From an optimization exercise on the open Yosys and OpenROAD flow, aimed at small area, a short achievable clock period and few clock cycles per item; shortcuts taken in it are not production practice.
RTL that was checked went through simulation tests only; none was proved equivalent to the original.
Power is estimated from default activity; no workload was simulated.

==> flow/design.v <==
`timescale 1ns / 1ps
module bin2BCD(
    input           clk,
    input           rst,
    input           en,
    input   [11:0]  bin_d_in,
    output  [15:0]  bcd_d_out,
    output          rdy
    );
    function [3:0] add3;
        input [3:0] d;
        reg o3;
        begin
            o3 = d[3] | (d[2] & (d[1] | d[0]));
            add3[3] = o3;
            add3[2] = (d[2] & ~d[1] & ~d[0]) | (d[3] & d[0]);
            add3[1] = (d[3] & ~d[0]) | (d[1] & ~d[2]) | (d[1] & d[0]);
            add3[0] = d[0] ^ o3;
        end
    endfunction
    function [27:0] step;
        input [27:0] x;
        begin
            step = {add3(x[27:24]), add3(x[23:20]), add3(x[19:16]), add3(x[15:12]), x[11:0]} << 1;
        end
    endfunction
    reg  [27:0] s1, s2;
    reg  [24:10] mid;
    reg         result_rdy;
    integer i;
    always @(*) begin
        s1 = {16'b0, bin_d_in};
        for (i = 0; i < 10; i = i + 1)
            s1 = step(s1);
    end
    always @(posedge clk) begin
        mid        <= s1[24:10];
        result_rdy <= en & ~rst;
    end
    always @(*) begin
        s2 = 28'b0;
        s2[24:10] = mid;
        for (i = 10; i < 12; i = i + 1)
            s2 = step(s2);
    end
    assign bcd_d_out = s2[27:12];
    assign rdy       = result_rdy;
endmodule
export LEC_CHECK = 0
export ABC_AREA = 1
export CAP_MARGIN = 20
export CORE_MARGIN = 2
export CORE_UTILIZATION = 40
export SLEW_MARGIN = 20
create_clock -name core_clock -period 5.0 [get_ports {clk}]
standard.sh (not shown) runs the stock make flow with config.mk's settings and CLKGATE_MAP_FILE= SYNTH_SCRIPT=/design/flow/synth_recipe.tcl, a recipe that flattens the netlist after the stock synthesis.
==> flow/flow/run.sh <==
#!/bin/bash
# Standard ORFS layout, with the smallest buffer (buf_1) as the port buffer.
set -euo pipefail
export BUFFER_PORTS_ARGS="-buffer_cell sky130_fd_sc_hd__buf_1"
bash standard.sh finish > flow_make.log 2>&1
Testbench counts at the start, summed over its fixed seeds: cycles 8,000, items 4,000.
Change:
--- a/flow/design.v
+++ b/flow/design.v
@@ -22,27 +22,27 @@
         input [27:0] x;
         begin
             step = {add3(x[27:24]), add3(x[23:20]), add3(x[19:16]), add3(x[15:12]), x[11:0]} << 1;
         end
     endfunction
     reg  [27:0] s1, s2;
-    reg  [24:10] mid;
+    reg  [25:11] mid;
     reg         result_rdy;
     integer i;
     always @(*) begin
         s1 = {16'b0, bin_d_in};
-        for (i = 0; i < 10; i = i + 1)
+        for (i = 0; i < 11; i = i + 1)
             s1 = step(s1);
     end
     always @(posedge clk) begin
-        mid        <= s1[24:10];
+        mid        <= s1[25:11];
         result_rdy <= en & ~rst;
     end
     always @(*) begin
         s2 = 28'b0;
-        s2[24:10] = mid;
-        for (i = 10; i < 12; i = i + 1)
+        s2[25:11] = mid;
+        for (i = 11; i < 12; i = i + 1)
             s2 = step(s2);
     end
     assign bcd_d_out = s2[27:12];
     assign rdy       = result_rdy;
 endmodule
After rerunning: Worst setup slack loses 340 ps; via count drops by about 1.2%; routed wire length drops by 0.32%; die area climbs by about 1%; critical path depth climbs by 16; clock-buffer cell count is unchanged; final cell count drops by 0.69%; global-route usage drops by 0.33 points.
For the second run of this note, only the layout was checked, not whether the RTL still works.

========
Setup of rev 12:
RTL: the design.v shown in full above, as it stands there.
Settings: LEC_CHECK=0, ABC_AREA=1, CAP_MARGIN=20, CORE_MARGIN=2, CORE_UTILIZATION=40, SLEW_MARGIN=20; clock period 5.0 ns.
run.sh (not shown) runs the stock make flow with config.mk's settings and CLKGATE_MAP_FILE= SYNTH_SCRIPT=/design/flow/synth_recipe.tcl, a recipe that flattens the netlist after the stock synthesis.
Stock flow here: none of the scripts above is used.
Testbench counts of rev 12, summed over its fixed seeds: cycles 8,000, items 4,000.
diff inputs: rev 12 => rev 13
--- a/flow/design.v
+++ b/flow/design.v
@@ -23,26 +23,26 @@
         begin
             step = {add3(x[27:24]), add3(x[23:20]), add3(x[19:16]), add3(x[15:12]), x[11:0]} << 1;
         end
     endfunction
     reg  [27:0] s1, s2;
-    reg  [24:10] mid;
+    reg  [26:12] mid;
     reg         result_rdy;
     integer i;
     always @(*) begin
         s1 = {16'b0, bin_d_in};
-        for (i = 0; i < 10; i = i + 1)
+        for (i = 0; i < 12; i = i + 1)
             s1 = step(s1);
     end
     always @(posedge clk) begin
-        mid        <= s1[24:10];
+        mid        <= s1[26:12];
         result_rdy <= en & ~rst;
     end
     always @(*) begin
         s2 = 28'b0;
-        s2[24:10] = mid;
-        for (i = 10; i < 12; i = i + 1)
+        s2[26:12] = mid;
+        for (i = 12; i < 12; i = i + 1)
             s2 = step(s2);
     end
     assign bcd_d_out = s2[27:12];
     assign rdy       = result_rdy;
 endmodule
### Flow results
Post-layout worst setup margin was lower in the run labelled rev 13. Summary of rev 13 over rev 12: total detailed-routing wirelength dropped about 10%; non-clock inverter count in the final layout -about 15%. Of rev 13 and rev 12, it is rev 13 that has the lower final-layout non-clock buffer area share. In rev 13 relative to rev 12, area after synthesis had gone up by a little under 10%. HPWL after detailed placement improves in rev 13 relative to rev 12. Changes observed in rev 13 relative to rev 12: synthesized net count has increased; end-of-flow core utilization shows a reduction of 0.92 points. Per the comparison of rev 13 with rev 12, worst hold margin grew by 0.017 ns; worst slack at placement shrank by 0.68 ns. Cell area ends up higher on rev 13. Rev 13 vs rev 12, met1 wire length went up by 4.9%.
For rev 13, only the layout was checked, not whether the RTL still works.

========
RTL: one of the versions met above, not the one the previous note started from.
Size in the first run: ~210 cells after synthesis, ~16 flip-flops, about 32 I/O pins.
==> module bin2BCD, before the edit <==
module bin2BCD(
    input           clk,
    input           rst,
    input           en,
    input   [11:0]  bin_d_in,
    output  [15:0]  bcd_d_out,
    output          rdy
    );
    function [3:0] add3;
        input [3:0] d;
        reg o3;
        begin
            o3 = d[3] | (d[2] & (d[1] | d[0]));
            add3[3] = o3;
            add3[2] = (d[2] & ~d[1] & ~d[0]) | (d[3] & d[0]);
            add3[1] = (d[3] & ~d[0]) | (d[1] & ~d[2]) | (d[1] & d[0]);
            add3[0] = d[0] ^ o3;
        end
    endfunction
    function [27:0] step;
        input [27:0] x;
        begin
            step = {add3(x[27:24]), add3(x[23:20]), add3(x[19:16]), add3(x[15:12]), x[11:0]} << 1;
        end
    endfunction
    reg  [27:0] s1, s2;
    reg  [25:11] mid;
    reg         result_rdy;
    integer i;
    always @(*) begin
        s1 = {16'b0, bin_d_in};
        for (i = 0; i < 11; i = i + 1)
            s1 = step(s1);
    end
    always @(posedge clk) begin
        mid        <= s1[25:11];
        result_rdy <= en & ~rst;
    end
    always @(*) begin
        s2 = 28'b0;
        s2[25:11] = mid;
        for (i = 11; i < 12; i = i + 1)
            s2 = step(s2);
    end
    assign bcd_d_out = s2[27:12];
    assign rdy       = result_rdy;
endmodule
Settings: LEC_CHECK=0, ABC_AREA=1, CAP_MARGIN=20, CORE_MARGIN=2, CORE_UTILIZATION=40, SLEW_MARGIN=20; clock period 5.0 ns.
Next try:
--- a/flow/design.v
+++ b/flow/design.v
@@ -22,27 +22,27 @@
         input [27:0] x;
         begin
             step = {add3(x[27:24]), add3(x[23:20]), add3(x[19:16]), add3(x[15:12]), x[11:0]} << 1;
         end
     endfunction
     reg  [27:0] s1, s2;
-    reg  [25:11] mid;
+    reg  [18:6] mid;
     reg         result_rdy;
     integer i;
     always @(*) begin
         s1 = {16'b0, bin_d_in};
-        for (i = 0; i < 11; i = i + 1)
+        for (i = 0; i < 6; i = i + 1)
             s1 = step(s1);
     end
     always @(posedge clk) begin
-        mid        <= s1[25:11];
+        mid        <= s1[18:6];
         result_rdy <= en & ~rst;
     end
     always @(*) begin
         s2 = 28'b0;
-        s2[25:11] = mid;
-        for (i = 11; i < 12; i = i + 1)
+        s2[18:6] = mid;
+        for (i = 6; i < 12; i = i + 1)
             s2 = step(s2);
     end
     assign bcd_d_out = s2[27:12];
     assign rdy       = result_rdy;
 endmodule
Effect:
- clock power is about the same
- clock-buffer cell count stays the same
- via count goes down by about 1.5%
- area after synthesis goes up by about 3%
- non-clock buffer count stays the same
- maximum frequency goes down by 9.0%
No functional check of the RTL was part of any run of this note.

========
Another version of the RTL of bin2BCD (not shown whole).
Size in the first run: ~300 cells after synthesis, roughly 14 flip-flops, about 32 I/O pins.
==> module bin2BCD, before the edit <==
module bin2BCD(
    input           clk,
    input           rst,
    input           en,
    input   [11:0]  bin_d_in,
    output  [15:0]  bcd_d_out,
    output          rdy
    );
    function [5:0] step;
        input [4:0] r;
        input       b;
        begin
            step[5] = r[4] | r[3] | (r[2] & b);
            step[0] = b ? r[2] : r[0];
            step[1] = b ? r[0] : r[3];
            step[2] = b ? r[3] : r[1];
            step[3] = b ? r[1] : r[4];
            step[4] = b ? r[4] : r[2];
        end
    endfunction
    function [2:0] bin3;
        input [4:0] r;
        bin3 = {r[4], r[3] | r[2], r[3] | r[1]};
    endfunction
    reg  [10:0] q0;
    reg  [4:0]  r0;
    integer i;
    always @(*) begin
        r0 = 5'b00001;
        for (i = 10; i >= 0; i = i - 1)
            {q0[i], r0} = step(r0, bin_d_in[i + 1]);
    end
    reg  [8:0]  q0_q;     
    reg  [3:0]  units;
    reg         result_rdy;
    always @(posedge clk) begin
        q0_q       <= q0[8:0];
        units      <= {bin3(r0), bin_d_in[0]};
        result_rdy <= en & ~rst;
    end
    reg  [7:0]  q1;       
    reg  [4:0]  r1;
    reg  [4:0]  q2;       
    reg  [4:0]  r2;
    always @(*) begin
        r1 = 5'b00001;
        for (i = 7; i >= 0; i = i - 1)
            {q1[i], r1} = step(r1, q0_q[i + 1]);
        r2 = 5'b00001;
        for (i = 4; i >= 0; i = i - 1)
            {q2[i], r2} = step(r2, q1[i + 1]);
    end
    assign bcd_d_out = {1'b0, q2[2:0], bin3(r2), q1[0], bin3(r1), q0_q[0], units};
    assign rdy       = result_rdy;
endmodule
Settings: LEC_CHECK=0, ABC_AREA=1, CAP_MARGIN=20, CORE_MARGIN=2, CORE_UTILIZATION=40, SLEW_MARGIN=20; clock period 5.0 ns.
standard.sh (not shown) runs the stock make flow with config.mk's settings and CLKGATE_MAP_FILE= SYNTH_SCRIPT=/design/flow/synth_recipe.tcl, a recipe that flattens the netlist after the stock synthesis.
Scripts as last shown in full above: flow/flow/run.sh
Change:
==> flow/design.v (replaced) <==
`timescale 1ns / 1ps
module bin2BCD(
    input           clk,
    input           rst,
    input           en,
    input   [11:0]  bin_d_in,
    output  [15:0]  bcd_d_out,
    output          rdy
    );
    function [3:0] step;
        input [2:0] r;
        input       b;
        reg q;
        begin
            q = r[2] | (r[1] & (r[0] | b));
            step[3] = q;
            step[2] = (r[1] & ~r[0] & ~b) | (r[2] & b);
            step[1] = (r[2] & ~b) | (r[0] & ~r[1]) | (r[0] & b);
            step[0] = b ^ q;
        end
    endfunction
    function [2:0] bin3;
        input [2:0] r;
        bin3 = r;
    endfunction
    reg  [10:0] q0;
    reg  [2:0]  r0;
    integer i;
    always @(*) begin
        r0 = 3'b000;
        for (i = 10; i >= 0; i = i - 1)
            {q0[i], r0} = step(r0, bin_d_in[i + 1]);
    end
    reg  [8:0]  q0_q;     
    reg  [3:0]  units;
    reg         result_rdy;
    always @(posedge clk) begin
        q0_q       <= q0[8:0];
        units      <= {bin3(r0), bin_d_in[0]};
        result_rdy <= en & ~rst;
    end
    reg  [7:0]  q1;       
    reg  [2:0]  r1;
    reg  [4:0]  q2;       
    reg  [2:0]  r2;
    always @(*) begin
        r1 = 3'b000;
        for (i = 7; i >= 0; i = i - 1)
            {q1[i], r1} = step(r1, q0_q[i + 1]);
        r2 = 3'b000;
        for (i = 4; i >= 0; i = i - 1)
            {q2[i], r2} = step(r2, q1[i + 1]);
    end
    assign bcd_d_out = {1'b0, q2[2:0], bin3(r2), q1[0], bin3(r1), q0_q[0], units};
    assign rdy       = result_rdy;
endmodule
What happened: Worst hold slack gets worse by 0.049 ns. Cell count came out lower by 25%. Clock-buffer cell count stays the same. Cell area drops by 16%. Synthesized area came out lower by 17%. Worst setup slack got worse by 1.2 ns. Via count shrinks by 31%. Core utilization goes up by 0.89 points. Die area drops by 16%. Clock power decreases by 27%.
No functional check of the RTL was part of any run of this note.

## static timing again, ports no longer ideal
How much do the figures lean on ideal ports? The routed layouts below were timed once more, with nothing changed but the port constraints. Step 1: set_driving_cell puts a clkbuf_16 on clk and a buf_2 on each other input, an assumption about the parent block. Step 2 moves the port delays by t, midway between the first and last clock arrival at a register: inputs arrive t later, outputs are due t later. That takes back most of the time a late clock gives input paths. Slacks: ideal ports / drivers / drivers and shift; pairs: ideal ports / drivers.
run | shift t [ns] | slack for setup (ns) | worst setup path at the end | pins driven straight from the clock port
the first run of note 1 | 0.298 | 2.033 / 2.035 / 1.736 | input to register | 1
the second run of note 1 | 0.291 | 1.697 / 1.693 / 1.402 | input to register | 1
rev 12 | 0.301 | 1.604 / 1.598 / 1.297 | input to register | 1
rev 13 | 0.288 | 0.910 / 0.909 / 0.621 | input to register | 1
the first run of note 3 | 0.296 | 1.244 / 1.241 / 0.944 | input to register | 1
the second run of note 3 | 0.295 | 0.872 / 0.854 / 1.149 | register to output | 1
the first run of note 4 | 0.261 | 1.854 / 1.831 / 2.092 | register to output | 1
the second run of note 4 | 0.287 | 0.625 / 0.605 / 0.892 | register to output | 1
After both steps setup and hold are still met in every run listed. The setup slack of rev 12, which loses most, moves by -0.006 ns with the drivers and by -0.307 ns with both steps.
